Background: an optimization exercise with open tools, aiming at small area. Do not read the settings as production practice.
In this exercise RTL edits were held to simulation tests only and were not proved equivalent to the original.
The clock cells of runs 5 to 7 come from the design's own scripts or RTL, not from TritonCTS.
The flow treats the clock pin as an ideal source. Dropping or thinning the clock tree relies on that and would not hold on a real chip.
Power figures rest on the tool's default switching activity, not on a simulated workload.

==> flow/design.v <==
module Mips (
    input clock,
    input reset,
    output [9:0] imem_addr,
    input [31:0] imem_data,
    output [9:0] dmem_addr,
    output [31:0] dmem_wdata,
    output dmem_we,
    input [31:0] dmem_rdata
);
    reg [4:0] ph;
    wire [4:0] ph_inc = ph ^ {&ph[3:0], &ph[2:0], &ph[1:0], ph[0], 1'b1};
    wire last = &ph;
    wire first = ~|ph;
    always @(posedge clock or negedge reset)
        if (!reset) ph <= 5'd0;
        else ph <= ph_inc;
    reg init;
    always @(posedge clock or negedge reset)
        if (!reset) init <= 1'b1;
        else if (last) init <= 1'b0;
    wire [31:0] ins = imem_data;
    wire [5:0] op = ins[31:26];
    wire [5:0] fn = ins[5:0];
    wire [4:0] rs = ins[25:21];
    wire [4:0] rt = ins[20:16];
    wire [4:0] rd = ins[15:11];
    wire is_r   = (op == 6'h00);
    wire r_sll  = is_r & (fn == 6'h04);
    wire r_srl  = is_r & (fn == 6'h06);
    wire r_sra  = is_r & (fn == 6'h07);
    wire r_jr   = is_r & (fn == 6'h08);
    wire r_mult = is_r & (fn == 6'h18);
    wire r_addt = is_r & (fn[5:2] == 4'b1000);    
    wire r_logic = is_r & (fn[5:2] == 4'b1001);   
    wire i_j    = (op == 6'h02);
    wire i_br   = (op[5:2] == 4'b0001);           
    wire i_addt = (op[5:1] == 5'b00100);          
    wire i_logic = (op[5:2] == 4'b0011) & ~(op[1] & op[0]);  
    wire i_lw   = (op == 6'h23);
    wire i_sw   = (op == 6'h2b);
    wire use_imm = i_addt | i_logic | i_lw | i_sw;
    wire do_sub  = (r_addt & fn[1]) | i_br;
    wire trap    = (r_addt & ~fn[0]) | (i_addt & ~op[0]);
    wire is_add  = r_addt | i_addt;
    wire alu_wr  = r_addt | r_logic | i_addt | i_logic;
    wire [1:0] lsel = is_r ? fn[1:0] : op[1:0];
    wire shift   = r_sll | r_srl | r_sra;
    wire sb = ph[4] ? ins[15] : ins[ph[3:0]];
    reg cwe;           
    reg [4:0] crd;
    reg cA, cB, cS;    
    reg [4:0] X;       
    reg pend_sw;
    wire C;            
    wire [31:0] rout, rin;
    wire wbit = C & ~init;
    genvar r;
    generate
        for (r = 0; r < 32; r = r + 1) begin : g_rf
            reg [31:0] q;
            wire we = init | (cwe & (crd == r));
            assign rin[r] = we ? wbit : q[0];
            always @(posedge clock)
                q <= {rin[r], q[31:1]};
            assign rout[r] = q[0];
        end
    endgenerate
    wire a = rin[rs];
    wire b = rin[rt];
    wire op2 = use_imm ? sb : b;
    wire op2x = op2 ^ do_sub;
    reg cy;
    wire cin = first ? do_sub : cy;
    wire sum = a ^ op2x ^ cin;
    wire cout = (a & op2x) | (a & cin) | (op2x & cin);
    always @(posedge clock) cy <= cout;
    reg lo;
    always @(*)
        case (lsel)
            2'b00: lo = a & op2;
            2'b01: lo = a | op2;
            2'b10: lo = a ^ op2;
            default: lo = ~(a | op2);
        endcase
    wire alu_out = is_add ? sum : lo;
    wire V = alu_wr ? alu_out : b;
    reg neq;
    always @(posedge clock) neq <= (~first & neq) | (a ^ b);
    wire eq = ~(neq | (a ^ b));
    wire lt = a ^ op2x ^ cout;
    wire taken = (op[1:0] == 2'b00) ? eq :
                 (op[1:0] == 2'b01) ? ~eq :
                 (op[1:0] == 2'b10) ? (lt | eq) : ~(lt | eq);
    wire ovf = (a == op2x) & (sum != a);
    reg [9:0] PC;
    reg [9:0] DA;
    wire [10:0] pck;
    assign pck[0] = 1'b1;
    genvar gp;
    generate
        for (gp = 0; gp < 10; gp = gp + 1) begin : g_pcinc
            assign pck[gp+1] = pck[gp] & PC[gp];
        end
    endgenerate
    wire [9:0] pc_inc = PC ^ pck[9:0];
    wire px = i_br & PC[ph[3:0]];
    reg tc;
    wire tcin = first ? i_br : tc;
    wire tbit = px ^ sb ^ tcin;
    always @(posedge clock) tc <= (px & sb) | (px & tcin) | (sb & tcin);
    wire win_lo = (ph < 5'd10);
    wire win_hi = (ph >= 5'd2) & (ph < 5'd12);
    wire da_en = (win_lo & (i_br | i_j | shift)) | (win_hi & (r_jr | i_lw | i_sw));
    wire din = (i_br | i_j) ? tbit : (i_lw | i_sw) ? sum : a;
    always @(posedge clock)
        if (da_en) DA <= {din, DA[9:1]};
    wire redirect = i_j | r_jr | (i_br & taken);
    always @(posedge clock or negedge reset)
        if (!reset) PC <= 10'd0;
        else if (last) PC <= redirect ? DA : pc_inc;
    reg [31:0] RD;
    always @(posedge clock)
        if (last & i_lw) RD <= dmem_rdata;
        else RD <= {V, RD[31:1]};
    always @(posedge clock or negedge reset)
        if (!reset) begin
            cwe <= 1'b0;
            pend_sw <= 1'b0;
        end else if (last) begin
            cwe <= (alu_wr & ~(trap & ovf)) | i_lw | r_mult | shift;
            pend_sw <= i_sw;
        end
    always @(posedge clock)
        if (last) begin
            crd <= is_r ? rd : rt;
            cA <= r_mult | r_sll;
            cB <= r_srl | r_sra;
            cS <= r_sll | r_sra;
            X <= r_mult ? rs : DA[4:0];
        end
    wire u = cS ? (ph == X) : rout[X];
    wire v = RD[0];
    reg [15:0] MA, MB, R;
    reg [15:0] MAn, MBn, xr, yr;
    integer m;
    always @(*)
        for (m = 0; m < 16; m = m + 1) begin
            MAn[m] = (ph == m) ? u : MA[m];
            MBn[m] = (ph == m) ? v : MB[m];
            xr[m] = u & MB[m];
            yr[m] = v & MAn[m];
        end
    wire [15:0] ms = R ^ xr ^ yr;
    wire [15:0] mc = (R & xr) | (R & yr) | (xr & yr);
    wire [16:0] tot;
    wire [16:0] mk;
    assign tot[0] = ms[0];
    assign mk[1] = 1'b0;
    genvar gi;
    generate
        for (gi = 1; gi < 16; gi = gi + 1) begin : g_mrip
            assign tot[gi] = ms[gi] ^ mc[gi-1] ^ mk[gi];
            assign mk[gi+1] = (ms[gi] & mc[gi-1]) | (ms[gi] & mk[gi]) | (mc[gi-1] & mk[gi]);
        end
    endgenerate
    assign tot[16] = mc[15] ^ mk[16];
    always @(posedge clock) begin
        MA <= last ? 16'd0 : MAn;
        MB <= last ? 16'd0 : MBn;
        R <= last ? 16'd0 : tot[16:1];
    end
    wire mul_out = tot[0];
    wire inrange = (ph <= ~X);
    reg Cprev;
    wire sh_out = inrange ? RD[X] : (cS & Cprev);
    assign C = cA ? mul_out : cB ? sh_out : RD[0];
    always @(posedge clock) Cprev <= C;
    assign imem_addr = PC;
    assign dmem_addr = DA;
    assign dmem_wdata = RD;
    assign dmem_we = pend_sw & first;
endmodule
==> flow/flow/run.sh <==
#!/bin/bash
# Own layout flow: the standard ORFS flow (standard.sh) with
#  - the standard synthesis script, except that Yosys extracts only full
#    adders (no half adders) and ABC maps with an area-oriented script
#    (flow/area.abc);
#    registers, their names and cells are those of the standard synthesis;
#  - port buffers of the smallest buffer cell;
#  - CTS without dummy loads, with larger sink clusters.
# Every tool's output goes to the ORFS logs under orfs/logs and to own_flow.log.
set -euo pipefail
HERE=$(pwd)
S=$FLOW_HOME/scripts/synth.tcl
sed -e 's|^  extract_fa {\*}\[dont_use_extract_fa_args\]$|  extract_fa -fa|' \
    -e "s|^  log_cmd abc {\*}\$abc_args\$|  set abc_args [lreplace \$abc_args 1 1 $HERE/flow/area.abc]\n  log_cmd abc {*}\$abc_args|" \
    "$S" > own_synth.tcl
grep -q '^  extract_fa -fa$' own_synth.tcl
grep -q 'flow/area.abc' own_synth.tcl
sed "s|source \$::env(SCRIPTS_DIR)/synth.tcl|source $HERE/own_synth.tcl|" synth_recipe.tcl > own_synth_recipe.tcl
grep -q own_synth.tcl own_synth_recipe.tcl
sed "s|SYNTH_SCRIPT=[^ ]*|SYNTH_SCRIPT=$HERE/own_synth_recipe.tcl|" standard.sh > own_standard.sh
grep -q own_synth_recipe.tcl own_standard.sh
export BUFFER_PORTS_ARGS="-buffer_cell sky130_fd_sc_hd__buf_1"
export CTS_ARGS='-sink_clustering_enable -repair_clock_nets -sink_clustering_size 36 -sink_clustering_max_diameter 60 -buf_list {sky130_fd_sc_hd__clkbuf_4 sky130_fd_sc_hd__clkbuf_8 sky130_fd_sc_hd__clkbuf_16} -dont_use_dummy_load'
bash own_standard.sh > own_flow.log 2>&1
==> flow/flow/area.abc <==
strash
dch -f
amap
topo
==> flow/standard.sh <==
#!/bin/bash
# synth_recipe.tcl (not shown) runs the flow's synth.tcl, then flattens the netlist and writes it again
# the make line also repeats each setting of config.mk as NAME=value (left out here)
make -C /OpenROAD-flow-scripts/flow DESIGN_CONFIG=/design/flow/config.mk WORK_HOME=/design/flow/orfs CLKGATE_MAP_FILE= SYNTH_SCRIPT=/design/flow/synth_recipe.tcl "${@:-finish}"
==> flow/config.mk <==
export PLATFORM = sky130hd
export DESIGN_NAME = Mips
export DESIGN_NICKNAME = Mips
export VERILOG_FILES = /design/flow/design.v
export SDC_FILE = /design/flow/constraint.sdc
export NUM_CORES = 8
export LEC_CHECK = 0
export CAP_MARGIN = 20
export CORE_MARGIN = 2
export CORE_UTILIZATION = 60
export SLEW_MARGIN = 20
==> flow/constraint.sdc <==
create_clock -name core_clock -period 15.0 [get_ports {clock}]
set_input_delay 3.0000 -clock core_clock [delete_from_list [all_inputs] [get_ports {clock}]]
set_output_delay 3.0000 -clock core_clock [all_outputs]
set_load 0.01 [all_outputs]
==> metrics.yaml, run 1 <==
status: "timing/DRC/antenna clean"
grt_pass1_vias: 13200
cp.buffers_inverters: 5
finClkSkew_ns: 0.0872
yosys_warnings: 1
antenna_found_initial: 8
drv_cap: 0
drc_errors: 0
layout_commonest_cell: "dfxtp_1"
max_freq_ghz: 0.101
wl_per_cell_um: 17.4
port_buffers: 118
async_flop_share: 0.0157
ant_nets: 0
clockPowerShare: 0.303
clkTransAtPathRegs_ns: 0.07
fin_setup_tns_ns: 0
synth.distinct_cells: 43
finalMaxSlewViolations: 0
ys.flop_type: "dfxtp_1"
cts_buffers: 48
grt_pass1_wl_mm: 71.5
fin_crit_sh: 0.662
crit_family: "compound AO/OA/AOI/OAI gates"
leakage_nw: 11.6
mostFrequentLayoutCells: "1,108 x dfxtp_1, 153 x nor2_1, 118 x buf_1"
worst_pin_slew_ns: 1.09
synth_cells: 1890
required_ns: 15.45
rsz0062_at_grt: "false"
p_sw_frac: 0.197
cts_root_buf: "clkbuf_16"
ys_ff_latch: 1149
cp_data_arrival_time_ns: 10.38
gp_congestion: 0.897
drt_first_pass_iters: 5
cts_tree: "done"
die_w_um: 219
clk_path_buf_depth: 3
ir_drop_v: 0.000153
syn_area_um2: 27800
finalCriticalPeriod_ns: 9.93
syn_nets: 1989
rows: 78
die_area_um2: 48100
initial_core_util: 0.610
start_kind: "flip-flop"
grt-ovfl-total: 0
avgSynthCellArea_um2: 14.7
hold_viol_final: 0
cp_common_cell: "a21oi_1"
cpMaxStageDelayCell: "o31ai_1"
routed_wl_mm: 46.3
drive_gt1_frac: 0.0286
clock_sinks: 1149
endpoint_kind: "flip-flop"
min-delay-path-class: "flip-flop to flip-flop"
grtUsageTotal: 0.193
hpwl_mm: 30.1
io_pins: 119
crit_fanout: 32
p_comb_frac: 0.023
clk_latency_ns: 0.63
first_iter_violations: 910
seq_power_share: 0.674
post_cts_buffers: 0
ctsResizeCount: 0
synth_edf_count: 23
core_region_area_um2: 45600
critical_path_class: "flip-flop to flip-flop"
die_y_um: 219
yosysSeqAreaShare: 0.839
num_vias: 13600
crit_path_max_incr_delay_ns: 0.84
p_per_area_nw_per_um2: 152
slew_headroom: 0.273
holdBufCountCts: 0
nets: 2164
syn_to_final_growth_pct: 8.91
via_per_inst: 5.11
setup-violations-final: 0
switchingPower_mw: 0.908
intPower_mw: 3.70
htreeDepth: 2
grt_max_degree: 74
p_total_mw: 4.61
[Yosys cell counts (2+ instances only)]
master | instances | area [um2]
o2111ai_1 | 2 | 17.5
a32oi_1 | 4 | 35.0
a221o_1 | 2 | 20.0
o22a_1 | 38 | 333
a221oi_1 | 15 | 131
clkinv_1 | 86 | 323
o21ai_0 | 49 | 245
a21oi_1 | 85 | 425
nand2_1 | 41 | 154
or2_0 | 7 | 43.8
and3_1 | 2 | 12.5
o21a_1 | 2 | 15.0
nor4_1 | 4 | 25.0
or3_1 | 7 | 43.8
nand4_1 | 12 | 75.1
dfxtp_1 | 1108 | 22200
a211oi_1 | 9 | 67.6
a22oi_1 | 42 | 315
o221ai_1 | 13 | 114
nand3_1 | 8 | 40.0
dfrtp_1 | 17 | 425
a222oi_1 | 3 | 30.0
o22ai_1 | 61 | 382
fa_1 | 33 | 661
nor3_1 | 11 | 55.1
nor2_1 | 154 | 578
a31oi_1 | 4 | 25.0
o31ai_1 | 3 | 22.5
edfxtp_1 | 23 | 691
nor2b_1 | 32 | 200
[power by group through the flow]
stage          Clock, mW  Sequential [mW]  Combinational (mW)
2_1_floorplan          0             3.17              0.0595
5_1_grt             1.54             3.11               0.118
3_5_place_dp           0             3.18               0.105
3_3_place_gp           0             3.18               0.104
4_1_cts             1.44             3.11               0.106
6_report            1.40             3.11               0.105
[worst reg2reg max path, delay by kind of cell (launching register included)]
| kind | cells | cell delay [ns] |
|---|---|---|
| compound gates | 20 | 5.30 |
| simple gates | 4 | 0.48 |
| flops | 1 | 0.55 |
| fa+ha+maj | 2 | 0.87 |
| buf+inv | 5 | 2.65 |
[cells by family after synthesis]
logic type,share of synthesized area
AOI/OAI and AO/OA,0.0808
adders and majority gates,0.0238
and+or+nand+nor,0.0449
DFF,0.839
buffers and inverters,0.0119
[area by class of cell]
type	count	area, um2
Sequential cell	1149	23300
Fill cell	3323	15300
Multi-Input combinational cell	654	4170
Clock buffer	48	1200
Tap cell	600	751
Timing Repair Buffer	126	510
Inverter	86	323
Antenna cell	3	7.51
[through the flow]
stage          cell area, um2  hold WS, ns  utilization  worst slack, ns  std cells
5_1_grt                 30300        0.270        0.664             4.12       2663
6_report                30300        0.280        0.665             5.07       2666
2_1_floorplan           27800        0.310            -             4.74       1890
3_3_place_gp            29100        0.310        0.638             4.97       2614
4_1_cts                 30300        0.273        0.664             4.50       2662
3_5_place_dp            29100        0.312        0.638             4.48       2614
[sequential cells by signal, summed over array words and instances, names as in the netlist, 10 cells and up]
register,cells
g_rf.q,1024
MB,16
RD,32
MA,16
DA,10
PC,10
R,16
[path summary, 6_finish.rpt]
path | cells after the start | end | startpoint | slack [ns]
setup / recovery | 31 | PC[4]$_DFFE_PN0P_ | X[0]$_DFFE_PP_ | 5.07
hold / removal | 0 | g_rf[21].q[30]$_DFF_P_ | g_rf[21].q[31]$_DFF_P_ | 0.28
setup reg to reg | 31 | PC[4]$_DFFE_PN0P_ | X[0]$_DFFE_PP_ | 5.07
hold reg to reg | 0 | g_rf[21].q[30]$_DFF_P_ | g_rf[21].q[31]$_DFF_P_ | 0.28
max in group asynchronous | 2 | init$_DFFE_PN1P_ | reset | 12.35
min in group asynchronous | 2 | PC[6]$_DFFE_PN0P_ | reset | 2.35
[metal layers]
layer / GRT usage / vias up / part of all wire
met1: 0.274 / 6514 / 0.48
met3: 0.0399 / 84 / 0.055
met5: 0 / - / 0.0010
met4: 0.0667 / 8 / 0.026
met2: 0.295 / 324 / 0.44
li1: - / 6688 / -
==> run 2, diff against run 1 <==
--- a/flow/flow/run.sh
+++ b/flow/flow/run.sh
@@ -22,3 +22,3 @@
 export BUFFER_PORTS_ARGS="-buffer_cell sky130_fd_sc_hd__buf_1"
-export CTS_ARGS='-sink_clustering_enable -repair_clock_nets -sink_clustering_size 36 -sink_clustering_max_diameter 60 -buf_list {sky130_fd_sc_hd__clkbuf_4 sky130_fd_sc_hd__clkbuf_8 sky130_fd_sc_hd__clkbuf_16} -dont_use_dummy_load'
+export CTS_ARGS="-sink_clustering_enable -repair_clock_nets -sink_clustering_size 36 -sink_clustering_max_diameter 60 -buf_list sky130_fd_sc_hd__clkbuf_16 -dont_use_dummy_load"
 bash own_standard.sh > own_flow.log 2>&1
==> metrics.yaml, run 2 <==
status: "timing/DRC/antenna clean"  # unchanged
ctsResizeCount: 0  # unchanged
holdBufCountCts: 0  # unchanged
hpwl_mm: 30.1  # unchanged
synth.distinct_cells: 43  # unchanged
finClkSkew_ns: 0.0872  # unchanged
grt-ovfl-total: 0  # unchanged
grt_max_degree: 74  # unchanged
endpoint_kind: "flip-flop"  # unchanged
holdPathEnd: "g_rf[21].q[30]$_DFF_P_"  # unchanged
initial_core_util: 0.610  # unchanged
max_freq_ghz: 0.101  # unchanged
die_w_um: 219  # unchanged
synth_edf_count: 23  # unchanged
post_cts_buffers: 0  # unchanged
required_ns: 15.45  # about the same
ys_ff_latch: 1149  # unchanged
ant_nets: 0  # unchanged
gp_congestion: 0.897  # unchanged
drive_gt1_frac: 0.0286  # unchanged
worst_pin_slew_ns: 1.09  # unchanged
rows: 78  # unchanged
r2r_start: "X[0]$_DFFE_PP_"  # unchanged
port_buffers: 118  # unchanged
rr_worst_depth: 31  # unchanged
setup-violations-final: 0  # unchanged
syn_to_final_growth_pct: 8.91  # unchanged
leakage_nw: 11.6  # unchanged
netlist_top_cells_area: "dfxtp_1 80%, edfxtp_1 2.5%, fa_1 2.4%"  # unchanged
htreeDepth: 2  # unchanged
clk_path_buf_depth: 3  # unchanged
die_y_um: 219  # unchanged
grt_pass1_wl_mm: 71.5  # unchanged
grtUsageTotal: 0.193  # unchanged
fin_crit_sh: 0.662  # unchanged
hold_start: "g_rf[21].q[31]$_DFF_P_"  # unchanged
multi_input_area_um2: 4170  # unchanged
die_area_um2: 48100  # unchanged
regMostFlops: "g_rf.q"  # unchanged
largest_reg_flops: 1024  # unchanged
async_flop_share: 0.0157  # unchanged
timing.rr.end: "PC[4]$_DFFE_PN0P_"  # unchanged
avgSynthCellArea_um2: 14.7  # unchanged
slew_headroom: 0.273  # unchanged
routed_wl_mm: 46.3  # unchanged
yosysSeqAreaShare: 0.839  # unchanged
via_per_inst: 5.11  # unchanged
nFillCells: 3323  # unchanged
start_kind: "flip-flop"  # unchanged
core_region_area_um2: 45600  # unchanged
mostFrequentLayoutCells: "1,108 x dfxtp_1, 153 x nor2_1, 118 x buf_1"  # unchanged
crit_path_max_incr_delay_ns: 0.84  # about the same
yosys_warnings: 1  # unchanged
rsz0062_at_grt: "false"  # unchanged
num_vias: 13600  # unchanged
holdPathStages: 0  # unchanged
synth.most_common_cell: "dfxtp_1"  # unchanged
clock_sinks: 1149  # unchanged
cts_root_buf: "clkbuf_16"  # unchanged
synth_top_area_cell: "dfxtp_1"  # unchanged
drt_first_pass_iters: 5  # unchanged
final_util: 0.665  # unchanged
ys.flop_type: "dfxtp_1"  # unchanged
regArea_um2: 23300  # unchanged
wl_per_cell_um: 17.4  # unchanged
drc_errors: 0  # unchanged
layout_commonest_cell: "dfxtp_1"  # unchanged
grt_pass1_vias: 13200  # unchanged
cp_common_cell: "a21oi_1"  # unchanged
drv_cap: 0  # unchanged
synth_top_area_share: 0.798  # unchanged
reg2reg_slack_ns: 5.07  # about the same
first_iter_violations: 910  # unchanged
finalMaxSlewViolations: 0  # unchanged
cp_data_arrival_time_ns: 10.38  # about the same
fin_setup_tns_ns: 0  # unchanged
syn_area_um2: 27800  # unchanged
cts_tree: "done"  # unchanged
syn_nets: 1989  # unchanged
min-delay-path-class: "flip-flop to flip-flop"  # unchanged
crit_fanout: 32  # unchanged
cts_buffers: 48  # unchanged
nets: 2164  # unchanged
antenna_found_initial: 8  # unchanged
clk_latency_ns: 0.63  # about the same
io_pins: 119  # unchanged
critical_path_class: "flip-flop to flip-flop"  # unchanged
synth_common_cells: "1,108 x dfxtp_1, 154 x nor2_1, 86 x clkinv_1"  # unchanged
synth_cells: 1890  # unchanged
finalCriticalPeriod_ns: 9.93  # unchanged
hold_viol_final: 0  # unchanged
clkTransAtPathRegs_ns: 0.07  # about the same
reg_top3: "g_rf.q x1024, RD x32"  # unchanged
cpMaxStageDelayCell: "o31ai_1"  # unchanged
ir_drop_v: 0.000153  # unchanged
p_per_area_nw_per_um2: 152  # unchanged
==> run 2: report_power, final <==
part | switching [mW] | internal (mW)
combinational | 0.0621 | 0.0432
clock | 0.824 | 0.575
sequential | 0.0216 | 3.09
total | 0.908 | 3.70
==> run 2: final cells by class <==
| cell class | count | share of cell area |
|---|---|---|
| repair buffers | 126 | 0.0169 |
| inverters | 86 | 0.0107 |
| diodes | 3 | 0.000248 |
| flip-flops and latches | 1149 | 0.770 |
| clock buffers | 48 | 0.0397 |
| well taps | 600 | 0.0248 |
| multi-input cells | 654 | 0.138 |
==> run 2: kinds of logic (layout without fill, tap and decap cells) <==
logic type               after synthesis  in the layout  share of synthesized area
flip-flops                          1149           1149                      0.839
AO/OA/AOI/OAI                        340            340                     0.0808
AND/OR/NAND/NOR                      281            281                     0.0449
buffers and inverters                 87            260                     0.0119
adder cells (fa/ha/maj)               33             33                     0.0238
other                                  0              3                          0
==> run 2: routing by layer <==
layer / vias to the layer above / wire (um) / global-route usage
met5: - / 47 / 0
met1: 6514 / 22300 / 0.274
met2: 324 / 20200 / 0.295
li1: 6688 / - / -
met3: 84 / 2570 / 0.0399
met4: 8 / 1190 / 0.0667
==> run 2: worst max-delay path by stage <==
| stage | start | endpoint | slack (ns) | cells after the start |
|---|---|---|---|---|
| after floorplan | X[0]$_DFFE_PP_ | R[15]$_SDFF_PP0_ | 4.74 | 28 |
| after global placement | X[0]$_DFFE_PP_ | R[15]$_SDFF_PP0_ | 4.97 | 29 |
| after detailed placement | X[0]$_DFFE_PP_ | PC[7]$_DFFE_PN0P_ | 4.48 | 30 |
| after CTS | X[0]$_DFFE_PP_ | PC[4]$_DFFE_PN0P_ | 4.50 | 30 |
| after global routing | X[0]$_DFFE_PP_ | PC[5]$_DFFE_PN0P_ | 4.12 | 31 |
| final | X[0]$_DFFE_PP_ | PC[4]$_DFFE_PN0P_ | 5.07 | 31 |
==> run 2: critical path, delay by kind of cell, from the launching register on <==
| family | cells | cell delay, ns |
|---|---|---|
| buffers and inverters | 5 | 2.64 |
| and+or+nand+nor | 4 | 0.47 |
| adders and majority gates | 2 | 0.87 |
| AOI/OAI and AO/OA | 20 | 5.29 |
| DFF | 1 | 0.55 |
==> run 2: per-stage QoR <==
| stage | total power, mW | std cells | worst slack [ns] | area [um2] | hold slack [ns] |
|---|---|---|---|---|---|
| 3_5_place_dp | 3.28 | 2614 | 4.48 | 29100 | 0.312 |
| 6_report | 4.61 | 2666 | 5.07 | 30300 | 0.280 |
| 4_1_cts | 4.65 | 2662 | 4.50 | 30300 | 0.273 |
| 5_1_grt | 4.77 | 2663 | 4.12 | 30300 | 0.270 |
| 3_3_place_gp | 3.28 | 2614 | 4.97 | 29100 | 0.310 |
| 2_1_floorplan | 3.23 | 1890 | 4.74 | 27800 | 0.310 |
==> run 3, diff against run 2 <==
--- a/flow/flow/run.sh
+++ b/flow/flow/run.sh
@@ -7,3 +7,4 @@
 #  - port buffers of the smallest buffer cell;
-#  - CTS without dummy loads, with larger sink clusters.
+#  - CTS without dummy loads, with larger sink clusters, and lightly loaded
+#    leaf clock buffers downsized afterwards (flow/post_cts.tcl).
 # Every tool's output goes to the ORFS logs under orfs/logs and to own_flow.log.
@@ -23,2 +24,3 @@
 export CTS_ARGS="-sink_clustering_enable -repair_clock_nets -sink_clustering_size 36 -sink_clustering_max_diameter 60 -buf_list sky130_fd_sc_hd__clkbuf_16 -dont_use_dummy_load"
+export POST_CTS_TCL=$HERE/flow/post_cts.tcl
 bash own_standard.sh > own_flow.log 2>&1
==> flow/flow/post_cts.tcl (new file) <==
set slew_limit 0.095
proc leaf_worst_slew { loads } {
  estimate_parasitics -placement
  set worst 0.0
  foreach p $loads {
    set s [get_property $p slew_max]
    if { $s > $worst } { set worst $s }
  }
  return $worst
}
set saved 0
foreach inst [get_cells -hierarchical clkbuf_leaf_*] {
  if { [get_property $inst ref_name] ne "sky130_fd_sc_hd__clkbuf_16" } { continue }
  set out [get_pins -of_objects $inst -filter "direction == output"]
  set loads [get_pins -of_objects [get_nets -of_objects $out] -filter "direction == input"]
  foreach cand { sky130_fd_sc_hd__clkbuf_4 sky130_fd_sc_hd__clkbuf_8 } {
    replace_cell $inst $cand
    set w [leaf_worst_slew $loads]
    if { $w <= $slew_limit } {
      puts "post_cts: [get_full_name $inst] ([llength $loads] sinks) -> $cand, slew [format %.3f $w] ns"
      incr saved
      break
    }
    replace_cell $inst sky130_fd_sc_hd__clkbuf_16
  }
}
estimate_parasitics -placement
puts "post_cts: downsized $saved leaf clock buffers"
==> metrics.yaml, run 3 <==
ys_ff_latch: 1149  # unchanged
crit_path_max_incr_delay_ns: 0.89  # was 0.84 ns
syn_area_um2: 27800  # unchanged
finClkSkew_ns: 0.102  # was 0.0872 ns
via_per_inst: 5.11  # about the same
yosysSeqAreaShare: 0.839  # unchanged
reg_top3: "g_rf.q x1024, RD x32"  # unchanged
cpMaxStageDelayCell: "o31ai_1"  # unchanged
drc_errors: 0  # unchanged
die_w_um: 219  # unchanged
largest_reg_flops: 1024  # unchanged
finalMaxSlewViolations: 0  # unchanged
crit_fanout: 32  # unchanged
finalCriticalPeriod_ns: 10.02  # was 9.93 ns
ys.flop_type: "dfxtp_1"  # unchanged
slew_headroom: 0.278  # was 0.273
ir_drop_v: 0.000154  # was 0.000153 V
grt_pass1_wl_mm: 71.4  # was 71.5 mm
clock_sinks: 1149  # unchanged
max_freq_ghz: 0.0998  # was 0.101 GHz
required_ns: 15.44  # was 15.45 ns
synth_top_area_share: 0.798  # unchanged
setup-violations-final: 0  # unchanged
grt_pass1_vias: 13200  # about the same
clkTransAtPathRegs_ns: 0.11  # was 0.07 ns
drive_gt1_frac: 0.0286  # unchanged
layout_commonest_cell: "dfxtp_1"  # unchanged
synth.most_common_cell: "dfxtp_1"  # unchanged
rows: 78  # unchanged
nets: 2164  # unchanged
netlist_top_cells_area: "dfxtp_1 80%, edfxtp_1 2.5%, fa_1 2.4%"  # unchanged
initial_core_util: 0.610  # unchanged
fin_crit_sh: 0.668  # was 0.662
synth_common_cells: "1,108 x dfxtp_1, 154 x nor2_1, 86 x clkinv_1"  # unchanged
rsz0062_at_grt: "false"  # unchanged
min-delay-path-class: "flip-flop to flip-flop"  # unchanged
worst_pin_slew_ns: 1.08  # was 1.09 ns
cp_data_arrival_time_ns: 10.46  # was 10.38 ns
mostFrequentLayoutCells: "1,108 x dfxtp_1, 153 x nor2_1, 118 x buf_1"  # unchanged
synth_cells: 1890  # unchanged
async_flop_share: 0.0157  # unchanged
leakage_nw: 11.6  # about the same
start_kind: "flip-flop"  # unchanged
io_pins: 119  # unchanged
synth_top_area_cell: "dfxtp_1"  # unchanged
status: "timing/DRC/antenna clean"  # unchanged
routed_wl_mm: 46.3  # about the same
antenna_found_initial: 9  # was 8
die_y_um: 219  # unchanged
setup_ws_ns: 4.98  # was 5.07 ns
p_total_mw: 4.55  # was 4.61 mW
wl_per_cell_um: 17.4  # about the same
wl_met2_mm: 20.1  # was 20.2 mm
endpoint_kind: "flip-flop"  # unchanged
die_area_um2: 48100  # unchanged
first_iter_violations: 1032  # was 910
top_layer: "met5"  # unchanged
grtUsageTotal: 0.192  # was 0.193
port_buffers: 118  # unchanged
regMostFlops: "g_rf.q"  # unchanged
syn_to_final_growth_pct: 8.49  # was 8.91%
synth_edf_count: 23  # unchanged
num_vias: 13600  # about the same
clk_latency_ns: 0.63  # about the same
cp_common_cell: "a21oi_1"  # unchanged
core_region_area_um2: 45600  # unchanged
syn_nets: 1989  # unchanged
cts_tree: "done"  # unchanged
synth.distinct_cells: 43  # unchanged
drv_cap: 0  # unchanged
wl_met3_mm: 2.70  # was 2.57 mm
grt-ovfl-total: 0  # unchanged
hold_viol_final: 0  # unchanged
p_per_area_nw_per_um2: 151  # was 152 nW/um2
drt_first_pass_iters: 5  # unchanged
hpwl_mm: 30.1  # unchanged
drt-met1-wl_mm: 22.1  # was 22.3 mm
grt_max_degree: 74  # unchanged
place_ws_ns: 4.48  # unchanged
fin_setup_tns_ns: 0  # unchanged
yosys_warnings: 1  # unchanged
gp_congestion: 0.897  # unchanged
ant_nets: 0  # unchanged
avgSynthCellArea_um2: 14.7  # unchanged
critical_path_class: "flip-flop to flip-flop"  # unchanged
-- run 3: cell types whose count changed in the layout (fill, tap and decap cells not counted) --
cell | previous run | this run
clkbuf_8 | 0 | 7
clkbuf_4 | 0 | 2
clkbuf_16 | 48 | 39
diode_2 | 3 | 2
-- run 3: routing by layer --
metal	vias to the layer above	GRT usage
li1	6683	-
met1	6474	0.273
met2	351	0.294
met3	96	0.0406
met4	10	0.0682
met5	-	0
-- run 3: cells by family (layout without fill, tap and decap cells) --
| group | after synthesis | in the layout | synth area share |
|---|---|---|---|
| buffers and inverters | 87 | 260 | 0.0119 |
| AO/OA/AOI/OAI | 340 | 340 | 0.0808 |
| adder cells (fa/ha/maj) | 33 | 33 | 0.0238 |
| AND/OR/NAND/NOR | 281 | 281 | 0.0449 |
| other | 0 | 2 | 0 |
| flip-flops | 1149 | 1149 | 0.839 |
-- run 3: final timing paths --
check / startpoint / to / slack, ns / depth (start not counted)
worst max-delay path: X[0]$_DFFE_PP_ / PC[4]$_DFFE_PN0P_ / 4.98 / 31
worst min-delay path: g_rf[26].q[28]$_DFF_P_ / g_rf[26].q[27]$_DFF_P_ / 0.28 / 0
max in group asynchronous: reset / init$_DFFE_PN1P_ / 12.32 / 2
worst max register to register: X[0]$_DFFE_PP_ / PC[4]$_DFFE_PN0P_ / 4.98 / 31
worst min register to register: g_rf[26].q[28]$_DFF_P_ / g_rf[26].q[27]$_DFF_P_ / 0.28 / 0
min in group asynchronous: reset / PC[3]$_DFFE_PN0P_ / 2.35 / 2
-- run 3: worst max-delay path, delay by kind of cell, from the launching register on --
family | cells | cell delay, ns
DFF | 1 | 0.56
AOI/OAI and AO/OA | 20 | 5.32
adders and majority gates | 2 | 0.87
buffers and inverters | 5 | 2.65
and+or+nand+nor | 4 | 0.47
-- run 3: where the power goes --
group          switching [mW]  total [mW]  internal, mW
Clock                   0.816        1.33         0.519
Sequential             0.0214        3.11          3.08
Combinational          0.0622       0.105        0.0432
-- run 3: per-stage QoR --
step / cell area [um2] / cells / util / hold WS (ns)
5_1_grt: 30200 / 2663 / 0.662 / 0.283
3_3_place_gp: 29100 / 2614 / 0.638 / 0.310
2_1_floorplan: 27800 / 1890 / - / 0.310
6_report: 30200 / 2665 / 0.662 / 0.283
3_5_place_dp: 29100 / 2614 / 0.638 / 0.312
-- run 3: final cells by class --
cell class                 count  area [um2]
antenna                        2        5.00
clock buffer                  48        1090
fill                        3335       15400
inverter                      86         323
multi-input combinational    654        4170
sequential                  1149       23300
tap                          600         751
timing repair buffer         126         510
==> run 4, diff against run 3 <==
--- a/flow/flow/post_cts.tcl
+++ b/flow/flow/post_cts.tcl
@@ -26,3 +26,24 @@
 }
+# Then the buffers above the leaves, as long as no flip-flop clock pin gets
+# a slower estimated slew than the worst one the leaves already have.
+set all_loads {}
+foreach inst [get_cells -hierarchical clkbuf_leaf_*] {
+  set out [get_pins -of_objects $inst -filter "direction == output"]
+  foreach p [get_pins -of_objects [get_nets -of_objects $out] -filter "direction == input"] { lappend all_loads $p }
+}
+set base [leaf_worst_slew $all_loads]
+foreach inst [get_cells -hierarchical clkbuf_*] {
+  set name [get_full_name $inst]
+  if { [string match clkbuf_leaf_* $name] } { continue }
+  if { [get_property $inst ref_name] ne "sky130_fd_sc_hd__clkbuf_16" } { continue }
+  replace_cell $inst sky130_fd_sc_hd__clkbuf_8
+  set w [leaf_worst_slew $all_loads]
+  if { $w <= $base + 0.002 } {
+    puts "post_cts: $name -> sky130_fd_sc_hd__clkbuf_8, worst sink slew [format %.3f $w] ns"
+    incr saved
+  } else {
+    replace_cell $inst sky130_fd_sc_hd__clkbuf_16
+  }
+}
 estimate_parasitics -placement
-puts "post_cts: downsized $saved leaf clock buffers"
+puts "post_cts: downsized $saved clock buffers"
==> metrics.yaml, run 4 <==
status: "timing/DRC/antenna clean"  # unchanged
cp_common_cell: "a21oi_1"  # unchanged
finalMaxSlewViolations: 0  # unchanged
synth_cells: 1890  # unchanged
io_pins: 119  # unchanged
mostFrequentLayoutCells: "1,108 x dfxtp_1, 153 x nor2_1, 118 x buf_1"  # unchanged
finClkSkew_ns: 0.140  # was 0.102 ns
gr-usage-met2: 0.294  # unchanged
use_met1: 0.273  # unchanged
synth_compound_area_frac: 0.0808  # unchanged
timing.rr.end: "PC[4]$_DFFE_PN0P_"  # unchanged
setup-violations-final: 0  # unchanged
holdPathEnd: "g_rf[16].q[29]$_DFF_P_"  # was g_rf[26].q[27]$_DFF_P_
drc_errors: 0  # unchanged
ys_ff_latch: 1149  # unchanged
port_buffers: 118  # unchanged
clock_sinks: 1149  # unchanged
wl_per_cell_um: 17.4  # about the same
nets: 2164  # unchanged
p_per_area_nw_per_um2: 150  # was 151 nW/um2
ir_drop_v: 0.000154  # about the same
die_w_um: 219  # unchanged
avgSynthCellArea_um2: 14.7  # unchanged
gp_congestion: 0.897  # unchanged
largest_reg_flops: 1024  # unchanged
antenna_found_initial: 9  # unchanged
core_region_area_um2: 45600  # unchanged
reg_top3: "g_rf.q x1024, RD x32"  # unchanged
crit_family: "compound AO/OA/AOI/OAI gates"  # unchanged
syn_area_um2: 27800  # unchanged
rr_worst_depth: 31  # unchanged
grt_max_degree: 74  # unchanged
worst_pin_slew_ns: 1.08  # about the same
grt_busiest_layer: "met2"  # unchanged
grt-ovfl-total: 0  # unchanged
critical_path_class: "flip-flop to flip-flop"  # unchanged
holdPathStages: 0  # unchanged
synth_top_family_by_area: "compound AO/OA/AOI/OAI gates"  # unchanged
start_kind: "flip-flop"  # unchanged
yosys_warnings: 1  # unchanged
nFillCells: 3345  # was 3,335
clkTransAtPathRegs_ns: 0.09  # was 0.11 ns
switchingPower_mw: 0.896  # was 0.899 mW
async_flop_share: 0.0157  # unchanged
grt_pass1_wl_mm: 71.4  # about the same
fin_setup_tns_ns: 0  # unchanged
netlist_top_cells_area: "dfxtp_1 80%, edfxtp_1 2.5%, fa_1 2.4%"  # unchanged
synth_edf_count: 23  # unchanged
routed_wl_mm: 46.3  # about the same
synth_top_area_cell: "dfxtp_1"  # unchanged
cpMaxStageDelayCell: "o31ai_1"  # unchanged
clk_latency_ns: 0.75  # was 0.63 ns
drt_first_pass_iters: 5  # unchanged
grt_pass1_vias: 13200  # about the same
num_vias: 13600  # about the same
layout_commonest_cell: "dfxtp_1"  # unchanged
finalCriticalPeriod_ns: 10.05  # was 10.02 ns
synth_xor_area_frac: 0  # unchanged
slew_headroom: 0.277  # was 0.278
via_per_inst: 5.11  # about the same
regMostFlops: "g_rf.q"  # unchanged
syn_nets: 1989  # unchanged
crit_path_max_incr_delay_ns: 0.89  # about the same
final_util: 0.661  # was 0.662
leakage_nw: 11.6  # about the same
syn_to_final_growth_pct: 8.29  # was 8.49%
grtUsageMet3: 0.0406  # unchanged
min-delay-path-class: "flip-flop to flip-flop"  # unchanged
rsz0062_at_grt: "false"  # unchanged
synth_common_cells: "1,108 x dfxtp_1, 154 x nor2_1, 86 x clkinv_1"  # unchanged
r2r_start: "X[0]$_DFFE_PP_"  # unchanged
intPower_mw: 3.61  # was 3.65 mW
synthAdderAreaFrac: 0.0238  # unchanged
ys.flop_type: "dfxtp_1"  # unchanged
yosysSeqAreaShare: 0.839  # unchanged
cp_data_arrival_time_ns: 10.58  # was 10.46 ns
p_comb_frac: 0.023  # about the same
required_ns: 15.52  # was 15.44 ns
drv_cap: 0  # unchanged
clockPowerShare: 0.287  # was 0.294
grtUsageTotal: 0.192  # unchanged
rows: 78  # unchanged
hold_viol_final: 0  # unchanged
synth.distinct_cells: 43  # unchanged
cts_tree: "done"  # unchanged
synth.most_common_cell: "dfxtp_1"  # unchanged
synth-simple-area-share: 0.0449  # unchanged
hpwl_mm: 30.1  # unchanged
first_iter_violations: 1004  # was 1,032
max_freq_ghz: 0.0995  # was 0.0998 GHz
die_y_um: 219  # unchanged
cp.buffers_inverters: 5  # unchanged
fin_crit_sh: 0.670  # was 0.668
drive_gt1_frac: 0.0286  # unchanged
ant_nets: 0  # unchanged
p_sw_frac: 0.199  # was 0.198
hold_start: "g_rf[16].q[30]$_DFF_P_"  # was g_rf[26].q[28]$_DFF_P_
synthMuxAreaShare: 0  # unchanged
initial_core_util: 0.610  # unchanged
seq_power_share: 0.689  # was 0.683
die_area_um2: 48100  # unchanged
crit_fanout: 32  # unchanged
endpoint_kind: "flip-flop"  # unchanged
synth_top_area_share: 0.798  # unchanged
reg2reg_slack_ns: 4.95  # was 4.98 ns
==> run 4: cell counts after synthesis <==
Identical to the previous run, type by type.
==> run 4: layer usage <==
layer,share of wire,up-vias
met4,0.028,10
met1,0.48,6482
met2,0.43,336
met3,0.058,102
li1,-,6683
met5,0.0012,-
==> run 4: cells by family after synthesis <==
group | count (synthesis)
fa+ha+maj | 33
buf+inv | 87
flops | 1149
simple gates | 281
compound gates | 340
==> run 4: final cells by class <==
| class | count | area [um2] | share of cell area |
|---|---|---|---|
| Timing Repair Buffer | 126 | 510 | 0.0170 |
| Clock buffer | 48 | 1030 | 0.0342 |
| Tap cell | 600 | 751 | 0.0249 |
| Inverter | 86 | 323 | 0.0107 |
| Sequential cell | 1149 | 23300 | 0.774 |
| Multi-Input combinational cell | 654 | 4170 | 0.139 |
| Antenna cell | 2 | 5.00 | 0.000166 |
==> run 4: how the worst max path moves through the flow <==
stage,slack [ns],cells past startpoint,to,startpoint
3_3_place_gp,4.97,29,R[15]$_SDFF_PP0_,X[0]$_DFFE_PP_
5_1_grt,4.06,31,PC[5]$_DFFE_PN0P_,X[0]$_DFFE_PP_
6_report,4.95,31,PC[4]$_DFFE_PN0P_,X[0]$_DFFE_PP_
2_1_floorplan,4.74,28,R[15]$_SDFF_PP0_,X[0]$_DFFE_PP_
3_5_place_dp,4.48,30,PC[7]$_DFFE_PN0P_,X[0]$_DFFE_PP_
==> run 4: power by group through the flow <==
stage,clock (mW),sequential (mW),combinational [mW]
global route,1.43,3.11,0.118
finish,1.30,3.11,0.105
floorplan,0,3.17,0.0595
global placement,0,3.18,0.104
detailed placement,0,3.18,0.105
==> run 4: through the flow <==
stage / hold slack, ns / std cells / setup WS [ns] / power, mW / cell area, um2
floorplan: 0.310 / 1890 / 4.74 / 3.23 / 27800
global placement: 0.310 / 2614 / 4.97 / 3.28 / 29100
detailed placement: 0.312 / 2614 / 4.48 / 3.28 / 29100
global route: 0.255 / 2663 / 4.06 / 4.66 / 30100
finish: 0.258 / 2665 / 4.95 / 4.51 / 30100
==> run 4: worst register-to-register path, delay by kind of cell, from the launching register on <==
family / cells / cell delay, ns
compound gates: 20 / 5.36
buf+inv: 5 / 2.67
flops: 1 / 0.56
fa+ha+maj: 2 / 0.87
simple gates: 4 / 0.48
==> run 5, diff against run 4 <==
--- a/flow/flow/run.sh
+++ b/flow/flow/run.sh
@@ -8,3 +8,4 @@
 #  - CTS without dummy loads, with larger sink clusters, and lightly loaded
-#    leaf clock buffers downsized afterwards (flow/post_cts.tcl).
+#    leaf clock buffers downsized afterwards, and the two lowest levels of
+#    clock buffers turned into inverters (flow/post_cts.tcl).
 # Every tool's output goes to the ORFS logs under orfs/logs and to own_flow.log.
--- a/flow/flow/post_cts.tcl
+++ b/flow/flow/post_cts.tcl
@@ -47,3 +47,62 @@
 }
+puts "post_cts: downsized $saved clock buffers"
+
+# Turn each clock buffer whose loads are all leaf clock buffers, and those
+# leaves, into inverters of the same drive: every flip-flop still sees an
+# even number of inversions.
+proc sink_slews { } {
+  estimate_parasitics -placement
+  set worst 0.0
+  foreach inst [get_cells -hierarchical clkbuf_leaf_*] {
+    set out [get_pins -of_objects $inst -filter "direction == output"]
+    foreach p [get_pins -of_objects [get_nets -of_objects $out] -filter "direction == input"] {
+      set s [get_property $p slew_max]
+      if { $s > $worst } { set worst $s }
+    }
+  }
+  return $worst
+}
+proc to_inverter { name } {
+  set block [ord::get_db_block]
+  set inst [$block findInst $name]
+  set m [[$inst getMaster] getName]
+  set inv [string map {clkbuf_ inv_} $m]
+  if {![string match clkbuf_leaf_* $name]} { set inv sky130_fd_sc_hd__inv_16 }
+  set master [[ord::get_db] findMaster $inv]
+  set loc [$inst getLocation]
+  set orient [$inst getOrient]
+  set status [$inst getPlacementStatus]
+  set in_net [[$inst findITerm A] getNet]
+  set out_net [[$inst findITerm X] getNet]
+  odb::dbInst_destroy $inst
+  set new [odb::dbInst_create $block $master $name]
+  [$new findITerm A] connect $in_net
+  [$new findITerm Y] connect $out_net
+  $new setOrient $orient
+  $new setLocation [lindex $loc 0] [lindex $loc 1]
+  $new setPlacementStatus $status
+  return "$m -> $inv"
+}
+set groups {}
+foreach inst [get_cells -hierarchical clkbuf_*] {
+  set name [get_full_name $inst]
+  if { [string match clkbuf_leaf_* $name] } { continue }
+  set out [get_pins -of_objects $inst -filter "direction == output"]
+  set loads [get_pins -of_objects [get_nets -of_objects $out] -filter "direction == input"]
+  set leaves {}
+  set ok 1
+  foreach p $loads {
+    set li [get_full_name [get_cells -of_objects $p]]
+    if { ![string match clkbuf_leaf_* $li] } { set ok 0 }
+    lappend leaves $li
+  }
+  if { $ok } { lappend groups [list $name $leaves] }
+}
+set n 0
+foreach g $groups {
+  puts "invert: [lindex $g 0] [to_inverter [lindex $g 0]]"
+  foreach l [lindex $g 1] { puts "invert: $l [to_inverter $l]"; incr n }
+}
+global_connect
+puts "post_cts: $n leaf clock buffers made inverters, worst estimated sink slew [format %.3f [sink_slews]] ns"
 estimate_parasitics -placement
-puts "post_cts: downsized $saved clock buffers"
==> metrics.yaml, run 5 <==
status: "timing/DRC/antenna clean"  # unchanged
worst_pin_slew_ns: 1.08  # about the same
place_ws_ns: 4.48  # unchanged
finClkSkew_ns: 0.148  # was 0.140 ns
grt_pass1_vias: 13200  # about the same
fin_setup_tns_ns: 0  # unchanged
cp.buffers_inverters: 5  # unchanged
grt-ovfl-total: 0  # unchanged
synth_top_family_by_area: "compound AO/OA/AOI/OAI gates"  # unchanged
avgSynthCellArea_um2: 14.7  # unchanged
crit_fanout: 32  # unchanged
critical_path_class: "flip-flop to flip-flop"  # unchanged
synth_cells: 1890  # unchanged
yosys_warnings: 1  # unchanged
largest_reg_flops: 1024  # unchanged
p_total_mw: 4.46  # was 4.51 mW
cpMaxStageDelayCell: "o31ai_1"  # unchanged
core_region_area_um2: 45600  # unchanged
synth_edf_count: 23  # unchanged
drt-met1-wl_mm: 22.0  # was 22.1 mm
via_per_inst: 5.12  # was 5.11
num_vias: 13700  # was 13,600
setup_ws_ns: 5.08  # was 4.95 ns
yosysSeqAreaShare: 0.839  # unchanged
hpwl_mm: 30.1  # unchanged
drc_errors: 0  # unchanged
leakage_nw: 11.5  # was 11.6 nW
regMostFlops: "g_rf.q"  # unchanged
endpoint_kind: "flip-flop"  # unchanged
fin_crit_sh: 0.661  # was 0.670
cp_common_cell: "a21oi_1"  # unchanged
nets: 2164  # unchanged
port_buffers: 118  # unchanged
die_w_um: 219  # unchanged
finalMaxSlewViolations: 0  # unchanged
antenna_found_initial: 9  # unchanged
slew_headroom: 0.281  # was 0.277
synth_top_area_share: 0.798  # unchanged
grtUsageTotal: 0.192  # about the same
min-delay-path-class: "flip-flop to flip-flop"  # unchanged
rows: 78  # unchanged
mostFrequentLayoutCells: "1,108 x dfxtp_1, 153 x nor2_1, 118 x buf_1"  # unchanged
finalCriticalPeriod_ns: 9.92  # was 10.05 ns
setup-violations-final: 0  # unchanged
start_kind: "flip-flop"  # unchanged
drive_gt1_frac: 0.0286  # unchanged
synth-simple-area-share: 0.0449  # unchanged
top_layer: "met5"  # unchanged
hold_viol_final: 0  # unchanged
layout_commonest_cell: "dfxtp_1"  # unchanged
clk_latency_ns: 0.73  # was 0.75 ns
synth.distinct_cells: 43  # unchanged
async_flop_share: 0.0157  # unchanged
crit_family: "compound AO/OA/AOI/OAI gates"  # unchanged
syn_area_um2: 27800  # unchanged
gp_congestion: 0.897  # unchanged
ir_drop_v: 0.000123  # was 0.000154 V
reg2reg_slack_ns: 5.08  # was 4.95 ns
drv_cap: 0  # unchanged
die_y_um: 219  # unchanged
wl_met3_mm: 2.59  # was 2.69 mm
crit_path_max_incr_delay_ns: 0.82  # was 0.89 ns
final_cells: 2665  # unchanged
dp_cells: 2614  # unchanged
synth_compound_area_frac: 0.0808  # unchanged
cp_data_arrival_time_ns: 10.41  # was 10.58 ns
reg_top3: "g_rf.q x1024, RD x32"  # unchanged
initial_core_util: 0.610  # unchanged
netlist_top_cells_area: "dfxtp_1 80%, edfxtp_1 2.5%, fa_1 2.4%"  # unchanged
io_pins: 119  # unchanged
ys.flop_type: "dfxtp_1"  # unchanged
synthAdderAreaFrac: 0.0238  # unchanged
rsz0062_at_grt: "false"  # unchanged
synth.most_common_cell: "dfxtp_1"  # unchanged
dpl_cell_area_um2: 29100  # unchanged
final_area_um2: 30000  # was 30,100 um2
synthMuxAreaShare: 0  # unchanged
required_ns: 15.49  # was 15.52 ns
max_freq_ghz: 0.101  # was 0.0995 GHz
syn_nets: 1989  # unchanged
wl_per_cell_um: 17.3  # was 17.4 um
wl_met2_mm: 20.1  # about the same
syn_to_final_growth_pct: 7.69  # was 8.29%
ys_ff_latch: 1149  # unchanged
die_area_um2: 48100  # unchanged
grt_max_degree: 74  # unchanged
p_per_area_nw_per_um2: 149  # was 150 nW/um2
clkTransAtPathRegs_ns: 0.08  # was 0.09 ns
grt_pass1_wl_mm: 71.4  # about the same
synth_top_area_cell: "dfxtp_1"  # unchanged
nFillCells: 3369  # was 3,345
ant_nets: 0  # unchanged
drt_first_pass_iters: 7  # was 5
clock_sinks: 1149  # unchanged
synth_xor_area_frac: 0  # unchanged
routed_wl_mm: 46.1  # was 46.3 mm
first_iter_violations: 898  # was 1,004
synth_common_cells: "1,108 x dfxtp_1, 154 x nor2_1, 86 x clkinv_1"  # unchanged
==> run 5: changes by cell type in the layout (fill, tap and decap cells not counted) <==
cell       delta
clkbuf_8     -11
clkbuf_4      -2
inv_8         +7
clkbuf_16    -34
inv_16       +38
inv_4         +2
==> run 5: routing by layer <==
metal  track usage  up-vias
met4        0.0694       10
met3        0.0405       97
met5             0        -
met2         0.292      334
li1              -     6702
met1         0.274     6510
==> run 5: where the power goes <==
part | total, mW | switching (mW) | internal (mW)
logic | 0.105 | 0.0623 | 0.0432
registers | 3.11 | 0.0215 | 3.09
clock network | 1.25 | 1.06 | 0.188
==> run 5: kinds of logic (layout without fill, tap and decap cells) <==
logic type,count (synthesis),count (layout)
fa+ha+maj,33,33
other cells,0,2
compound gates,340,340
flops,1149,1149
simple gates,281,281
buf+inv,87,260
==> run 5: worst register-to-register path: cells and delay by family (launching register included) <==
family | cells | cell delay, ns
compound gates | 20 | 5.22
fa+ha+maj | 2 | 0.87
buf+inv | 5 | 2.67
flops | 1 | 0.56
simple gates | 4 | 0.49
==> run 5: area by class of cell, without the clock buffers <==
cell class | count | area, um2 | share of cell area
antenna | 2 | 5.00 | 0.000167
inverter | 133 | 1170 | 0.0392
multi-input combinational | 654 | 4170 | 0.139
sequential | 1149 | 23300 | 0.779
tap | 600 | 751 | 0.0251
timing repair buffer | 126 | 510 | 0.0170
==> run 5: metrics by stage <==
step	util	hold WS (ns)
floorplan	-	0.310
global placement	0.638	0.310
detailed placement	0.638	0.312
global route	0.657	0.252
finish	0.657	0.240
==> run 5: path summary, 6_finish.rpt <==
kind / start / end / cells past startpoint
worst max-delay path: X[0]$_DFFE_PP_ / PC[4]$_DFFE_PN0P_ / 31
worst min-delay path: g_rf[16].q[30]$_DFF_P_ / g_rf[16].q[29]$_DFF_P_ / 0
worst max register to register: X[0]$_DFFE_PP_ / PC[4]$_DFFE_PN0P_ / 31
worst min register to register: g_rf[16].q[30]$_DFF_P_ / g_rf[16].q[29]$_DFF_P_ / 0
max in group asynchronous: reset / init$_DFFE_PN1P_ / 2
min in group asynchronous: reset / PC[6]$_DFFE_PN0P_ / 2
==> run 6, diff against run 5 <==
--- a/flow/flow/post_cts.tcl
+++ b/flow/flow/post_cts.tcl
@@ -108 +108,26 @@
 estimate_parasitics -placement
+
+# Finally give each leaf inverter the smallest size that keeps its sinks'
+# estimated slew within slew_limit (or the slew it has now, if larger).
+set resized 0
+foreach inst [get_cells -hierarchical clkbuf_leaf_*] {
+  set m [get_property $inst ref_name]
+  if { ![string match sky130_fd_sc_hd__inv_* $m] } { continue }
+  set out [get_pins -of_objects $inst -filter "direction == output"]
+  set loads [get_pins -of_objects [get_nets -of_objects $out] -filter "direction == input"]
+  set now [leaf_worst_slew $loads]
+  set lim [expr { max($slew_limit, $now) }]
+  foreach cand { sky130_fd_sc_hd__inv_2 sky130_fd_sc_hd__inv_4 sky130_fd_sc_hd__inv_6 sky130_fd_sc_hd__inv_8 sky130_fd_sc_hd__inv_12 sky130_fd_sc_hd__inv_16 } {
+    if { $cand eq $m } { break }
+    replace_cell $inst $cand
+    set w [leaf_worst_slew $loads]
+    if { $w <= $lim && [sink_slews] <= [expr { max(0.120, $now) }] } {
+      puts "post_cts: [get_full_name $inst] $m -> $cand, slew [format %.3f $w] ns"
+      incr resized
+      break
+    }
+    replace_cell $inst $m
+  }
+}
+estimate_parasitics -placement
+puts "post_cts: resized $resized leaf inverters, worst estimated sink slew [format %.3f [sink_slews]] ns"
--- a/flow/config.mk
+++ b/flow/config.mk
@@ -7,5 +7,5 @@
 export LEC_CHECK = 0
-export CAP_MARGIN = 20
+export CAP_MARGIN = 0
 export CORE_MARGIN = 2
 export CORE_UTILIZATION = 60
-export SLEW_MARGIN = 20
+export SLEW_MARGIN = 0
==> metrics.yaml, run 6 <==
leakage_nw: 11.5  # about the same
synth_common_cells: "1,108 x dfxtp_1, 154 x nor2_1, 86 x clkinv_1"  # unchanged
grt_pass1_vias: 13200  # about the same
min-delay-path-class: "flip-flop to flip-flop"  # unchanged
p_sw_frac: 0.255  # was 0.256
timing.rr.end: "PC[1]$_DFFE_PN0P_"  # was PC[4]$_DFFE_PN0P_
final_util: 0.656  # was 0.657
worst_pin_slew_ns: 1.11  # was 1.08 ns
syn_area_um2: 27800  # unchanged
holdPathStages: 0  # unchanged
grt-ovfl-total: 0  # unchanged
clockPowerShare: 0.276  # was 0.279
clk_latency_ns: 0.73  # about the same
endpoint_kind: "flip-flop"  # unchanged
first_iter_violations: 977  # was 898
seq_power_share: 0.700  # was 0.697
reg2reg_slack_ns: 4.41  # was 5.08 ns
multi_input_area_um2: 4170  # unchanged
ys.flop_type: "dfxtp_1"  # unchanged
synth_top_area_cell: "dfxtp_1"  # unchanged
final_cells: 2664  # was 2,665
async_flop_share: 0.0157  # unchanged
die_y_um: 219  # unchanged
p_per_area_nw_per_um2: 149  # about the same
cpMaxStageDelayCell: "edfxtp_1"  # was o31ai_1
slew_headroom: 0.260  # was 0.281
p_comb_frac: 0.024  # about the same
regMostFlops: "g_rf.q"  # unchanged
synth.most_common_cell: "dfxtp_1"  # unchanged
port_buffers: 118  # unchanged
layout_commonest_cell: "dfxtp_1"  # unchanged
drive_gt1_frac: 0.0281  # was 0.0286
yosys_warnings: 1  # unchanged
routed_wl_mm: 46.1  # about the same
yosysSeqAreaShare: 0.839  # unchanged
rsz0062_at_grt: "false"  # unchanged
finClkSkew_ns: 0.156  # was 0.148 ns
holdPathEnd: "g_rf[16].q[29]$_DFF_P_"  # unchanged
nFillCells: 3372  # was 3,369
io_pins: 119  # unchanged
setup-violations-final: 0  # unchanged
finalMaxSlewViolations: 0  # unchanged
dp_cells: 2614  # unchanged
cp_common_cell: "a21oi_1"  # unchanged
final_area_um2: 29900  # was 30,000 um2
avgSynthCellArea_um2: 14.7  # unchanged
drc_errors: 0  # unchanged
largest_reg_flops: 1024  # unchanged
wl_per_cell_um: 17.3  # about the same
rows: 78  # unchanged
regArea_um2: 23300  # unchanged
netlist_top_cells_area: "dfxtp_1 80%, edfxtp_1 2.5%, fa_1 2.4%"  # unchanged
ys_ff_latch: 1149  # unchanged
required_ns: 15.50  # was 15.49 ns
dpl_cell_area_um2: 29100  # unchanged
gp_congestion: 0.897  # unchanged
grt_max_degree: 74  # unchanged
ir_drop_v: 0.000122  # was 0.000123 V
grtUsageTotal: 0.192  # about the same
reg_top3: "g_rf.q x1024, RD x32"  # unchanged
drt_first_pass_iters: 5  # was 7
synth.distinct_cells: 43  # unchanged
finalCriticalPeriod_ns: 10.59  # was 9.92 ns
grt_pass1_wl_mm: 71.4  # about the same
syn_to_final_growth_pct: 7.54  # was 7.69%
rr_worst_depth: 30  # was 31
drv_cap: 0  # unchanged
intPower_mw: 3.31  # was 3.32 mW
clkTransAtPathRegs_ns: 0.09  # was 0.08 ns
mostFrequentLayoutCells: "1,108 x dfxtp_1, 153 x nor2_1, 118 x buf_1"  # unchanged
ant_nets: 0  # unchanged
switchingPower_mw: 1.13  # was 1.14 mW
hpwl_mm: 30.1  # unchanged
die_w_um: 219  # unchanged
clock_sinks: 1149  # unchanged
num_vias: 13600  # was 13,700
initial_core_util: 0.610  # unchanged
start_kind: "flip-flop"  # unchanged
antenna_found_initial: 9  # unchanged
status: "timing/DRC/antenna clean"  # unchanged
nets: 2163  # was 2,164
cp_data_arrival_time_ns: 11.09  # was 10.41 ns
die_area_um2: 48100  # unchanged
syn_nets: 1989  # unchanged
synth_top_area_share: 0.798  # unchanged
r2r_start: "X[0]$_DFFE_PP_"  # unchanged
hold_start: "g_rf[16].q[30]$_DFF_P_"  # unchanged
via_per_inst: 5.11  # was 5.12
crit_path_max_incr_delay_ns: 1.09  # was 0.82 ns
synth_edf_count: 23  # unchanged
max_freq_ghz: 0.0944  # was 0.101 GHz
fin_crit_sh: 0.706  # was 0.661
hold_viol_final: 0  # unchanged
core_region_area_um2: 45600  # unchanged
synth_cells: 1890  # unchanged
crit_fanout: 35  # was 32
fin_setup_tns_ns: 0  # unchanged
critical_path_class: "flip-flop to flip-flop"  # unchanged
-- run 6: changes by cell type in the layout (fill, tap and decap cells not counted), sizes merged --
cell,change
buf,-1
-- run 6: power by group through the flow --
stage | Clock, mW | Sequential, mW | Combinational, mW
3_3_place_gp | 0 | 3.18 | 0.104
5_1_grt | 1.37 | 3.11 | 0.118
3_5_place_dp | 0 | 3.18 | 0.105
6_report | 1.23 | 3.11 | 0.105
2_1_floorplan | 0 | 3.17 | 0.0595
-- run 6: cell type report, without the clock buffers --
class,instances,share of cell area
Antenna cell,2,0.000167
Sequential cell,1149,0.780
Inverter,133,0.0384
Tap cell,600,0.0251
Multi-Input combinational cell,654,0.139
Timing Repair Buffer,125,0.0166
-- run 6: worst max-delay path: cells and delay by family, from the launching register on --
family,cells,cell delay [ns]
compound gates,20,5.27
buf+inv,4,2.77
flops,1,1.09
fa+ha+maj,2,0.87
simple gates,4,0.47
-- run 6: how the worst max path moves through the flow --
stage                              start                end  cells past startpoint
after global placement    X[0]$_DFFE_PP_   R[15]$_SDFF_PP0_                     29
after global routing      X[0]$_DFFE_PP_  PC[5]$_DFFE_PN0P_                     30
after detailed placement  X[0]$_DFFE_PP_  PC[7]$_DFFE_PN0P_                     30
final                     X[0]$_DFFE_PP_  PC[1]$_DFFE_PN0P_                     30
after floorplan           X[0]$_DFFE_PP_   R[15]$_SDFF_PP0_                     28
-- run 6: metrics by stage --
step | setup WS, ns | hold WS (ns) | total power, mW
2_1_floorplan | 4.74 | 0.310 | 3.23
3_3_place_gp | 4.97 | 0.310 | 3.28
3_5_place_dp | 4.48 | 0.312 | 3.28
5_1_grt | 3.31 | 0.241 | 4.60
6_report | 4.41 | 0.233 | 4.44
-- run 6: kinds of logic after synthesis --
group	after synthesis	share of synthesized area
compound gates	340	0.0808
fa+ha+maj	33	0.0238
buf+inv	87	0.0119
flops	1149	0.839
simple gates	281	0.0449
-- run 6: metal layers --
layer | wire (um) | track usage | vias up | share of wire
li1 | - | - | 6684 | -
met4 | 1340 | 0.0691 | 10 | 0.029
met2 | 20100 | 0.293 | 305 | 0.44
met1 | 22200 | 0.274 | 6510 | 0.48
met3 | 2470 | 0.0403 | 97 | 0.054
met5 | 57 | 0 | - | 0.0012
==> run 7, diff against run 6 <==
--- a/flow/config.mk
+++ b/flow/config.mk
@@ -7,5 +7,5 @@
 export LEC_CHECK = 0
-export CAP_MARGIN = 0
+export CAP_MARGIN = 20
 export CORE_MARGIN = 2
 export CORE_UTILIZATION = 60
-export SLEW_MARGIN = 0
+export SLEW_MARGIN = 20
==> metrics.yaml, run 7 <==
status: "timing/DRC/antenna clean"  # unchanged
hold_ws_ns: 0.237  # was 0.233 ns
final_util: 0.657  # was 0.656
top_layer: "met5"  # unchanged
syn_nets: 1989  # unchanged
io_pins: 119  # unchanged
grt-ovfl-total: 0  # unchanged
syn_to_final_growth_pct: 7.59  # was 7.54%
dp_cells: 2614  # unchanged
synth.most_common_cell: "dfxtp_1"  # unchanged
drive_gt1_frac: 0.0286  # was 0.0281
grt_max_degree: 74  # unchanged
worst_pin_slew_ns: 1.06  # was 1.11 ns
yosysSeqAreaShare: 0.839  # unchanged
clk_latency_ns: 0.73  # about the same
fin_crit_sh: 0.661  # was 0.706
gp_congestion: 0.897  # unchanged
cpMaxStageDelayCell: "o31ai_1"  # was edfxtp_1
yosys_warnings: 1  # unchanged
timing.rr.end: "PC[7]$_DFFE_PN0P_"  # was PC[1]$_DFFE_PN0P_
holdPathEnd: "g_rf[16].q[29]$_DFF_P_"  # unchanged
syn_area_um2: 27800  # unchanged
ys.flop_type: "dfxtp_1"  # unchanged
crit_path_max_incr_delay_ns: 0.81  # was 1.09 ns
antenna_found_initial: 9  # unchanged
max_freq_ghz: 0.101  # was 0.0944 GHz
first_iter_violations: 962  # was 977
p_per_area_nw_per_um2: 148  # was 149 nW/um2
r2r_start: "X[0]$_DFFE_PP_"  # unchanged
wl_per_cell_um: 17.3  # about the same
synth_common_cells: "1,108 x dfxtp_1, 154 x nor2_1, 86 x clkinv_1"  # unchanged
drt-met1-wl_mm: 22.2  # about the same
required_ns: 15.49  # was 15.50 ns
netlist_top_cells_area: "dfxtp_1 80%, edfxtp_1 2.5%, fa_1 2.4%"  # unchanged
ant_nets: 0  # unchanged
place_ws_ns: 4.48  # unchanged
grtUsageTotal: 0.192  # unchanged
drc_errors: 0  # unchanged
critical_path_class: "flip-flop to flip-flop"  # unchanged
finClkSkew_ns: 0.156  # about the same
crit_fanout: 32  # was 35
regMostFlops: "g_rf.q"  # unchanged
synth_top_area_share: 0.798  # unchanged
rows: 78  # unchanged
synth_cells: 1890  # unchanged
core_region_area_um2: 45600  # unchanged
holdPathStages: 0  # unchanged
start_kind: "flip-flop"  # unchanged
largest_reg_flops: 1024  # unchanged
crit_cells: 31  # was 30
wl_met3_mm: 2.49  # was 2.47 mm
nets: 2164  # was 2,163
cp_common_cell: "a21oi_1"  # unchanged
clock_sinks: 1149  # unchanged
async_flop_share: 0.0157  # unchanged
crit_family: "compound AO/OA/AOI/OAI gates"  # unchanged
reg_top3: "g_rf.q x1024, RD x32"  # unchanged
synth_edf_count: 23  # unchanged
hold_viol_final: 0  # unchanged
rsz0062_at_grt: "false"  # unchanged
num_vias: 13600  # about the same
finalMaxSlewViolations: 0  # unchanged
initial_core_util: 0.610  # unchanged
cp_data_arrival_time_ns: 10.40  # was 11.09 ns
drv_cap: 0  # unchanged
leakage_nw: 11.5  # about the same
die_y_um: 219  # unchanged
port_buffers: 118  # unchanged
ir_drop_v: 0.000121  # was 0.000122 V
drt_first_pass_iters: 7  # was 5
reg2reg_slack_ns: 5.09  # was 4.41 ns
fin_setup_tns_ns: 0  # unchanged
wl_met2_mm: 20.0  # was 20.1 mm
synth_top_area_cell: "dfxtp_1"  # unchanged
grt_pass1_vias: 13200  # unchanged
avgSynthCellArea_um2: 14.7  # unchanged
slew_headroom: 0.294  # was 0.260
setup-violations-final: 0  # unchanged
hpwl_mm: 30.1  # unchanged
mostFrequentLayoutCells: "1,108 x dfxtp_1, 153 x nor2_1, 118 x buf_1"  # unchanged
min-delay-path-class: "flip-flop to flip-flop"  # unchanged
grt_pass1_wl_mm: 71.4  # unchanged
hold_start: "g_rf[16].q[30]$_DFF_P_"  # unchanged
routed_wl_mm: 46.1  # about the same
clkTransAtPathRegs_ns: 0.09  # about the same
ys_ff_latch: 1149  # unchanged
cp.buffers_inverters: 5  # was 4
finalCriticalPeriod_ns: 9.91  # was 10.59 ns
layout_commonest_cell: "dfxtp_1"  # unchanged
synth.distinct_cells: 43  # unchanged
die_area_um2: 48100  # unchanged
rr_worst_depth: 31  # was 30
final_cells: 2665  # was 2,664
via_per_inst: 5.11  # about the same
setup_ws_ns: 5.09  # was 4.41 ns
die_w_um: 219  # unchanged
endpoint_kind: "flip-flop"  # unchanged
[run 7: logic make-up after synthesis]
logic type | count (synthesis) | share of synthesized area
AND/OR/NAND/NOR | 281 | 0.0449
adder cells (fa/ha/maj) | 33 | 0.0238
flip-flops | 1149 | 0.839
AO/OA/AOI/OAI | 340 | 0.0808
buffers and inverters | 87 | 0.0119
[run 7: per-stage QoR]
step                      total power, mW  instance area (um2)
after global placement               3.28                29100
after global routing                 4.60                29900
final                                4.44                29900
after floorplan                      3.23                27800
after detailed placement             3.28                29100
[run 7: worst max path at each step]
stage / start / end / slack (ns)
6_report: X[0]$_DFFE_PP_ / PC[7]$_DFFE_PN0P_ / 5.09
5_1_grt: X[0]$_DFFE_PP_ / PC[5]$_DFFE_PN0P_ / 4.07
3_5_place_dp: X[0]$_DFFE_PP_ / PC[7]$_DFFE_PN0P_ / 4.48
3_3_place_gp: X[0]$_DFFE_PP_ / R[15]$_SDFF_PP0_ / 4.97
2_1_floorplan: X[0]$_DFFE_PP_ / R[15]$_SDFF_PP0_ / 4.74
[run 7: routing by layer]
layer	global-route usage	vias to the layer above
met5	0	-
met4	0.0691	10
met3	0.0403	97
met2	0.293	333
met1	0.274	6482
li1	-	6690
[run 7: final cells by class, without the clock buffers]
class	count	area, um2
sequential	1149	23300
fill	3373	15700
multi-input combinational	654	4170
antenna	2	5.00
timing repair buffer	126	510
inverter	133	1150
tap	600	751
[run 7: report_power, final]
part / internal (mW) / switching [mW]
combinational: 0.0432 / 0.0622
clock: 0.181 / 1.05
sequential: 3.09 / 0.0215

re-timing with driven ports:
No port has a modelled driver above. Below, the same layouts with a new extraction and two added sets of constraints.
Step 1 sets driving cells, clkbuf_16 on the clock port and buf_2 on the other inputs (assumed; they add their load-dependent delay and slew).
Step 2, shift: input delay + t, output delay - t, t = (earliest + latest rising clock arrival at the registers) / 2. This alone moves slack from input paths to output paths.
Three values: ideal, step 1, step 2; two values: the first two.
run | shift t [ns] | setup slack, ns
run 1 | 0.643 | 5.074 / 5.074 / 5.074
run 2 | 0.643 | 5.074 / 5.074 / 5.074
run 3 | 0.636 | 4.982 / 4.982 / 4.982
run 4 | 0.731 | 4.945 / 4.945 / 4.945
run 5 | 0.710 | 5.084 / 5.083 / 5.083
run 6 | 0.708 | 4.412 / 4.412 / 4.412
run 7 | 0.707 | 5.091 / 5.091 / 5.091
After both steps every run listed still meets setup and hold.
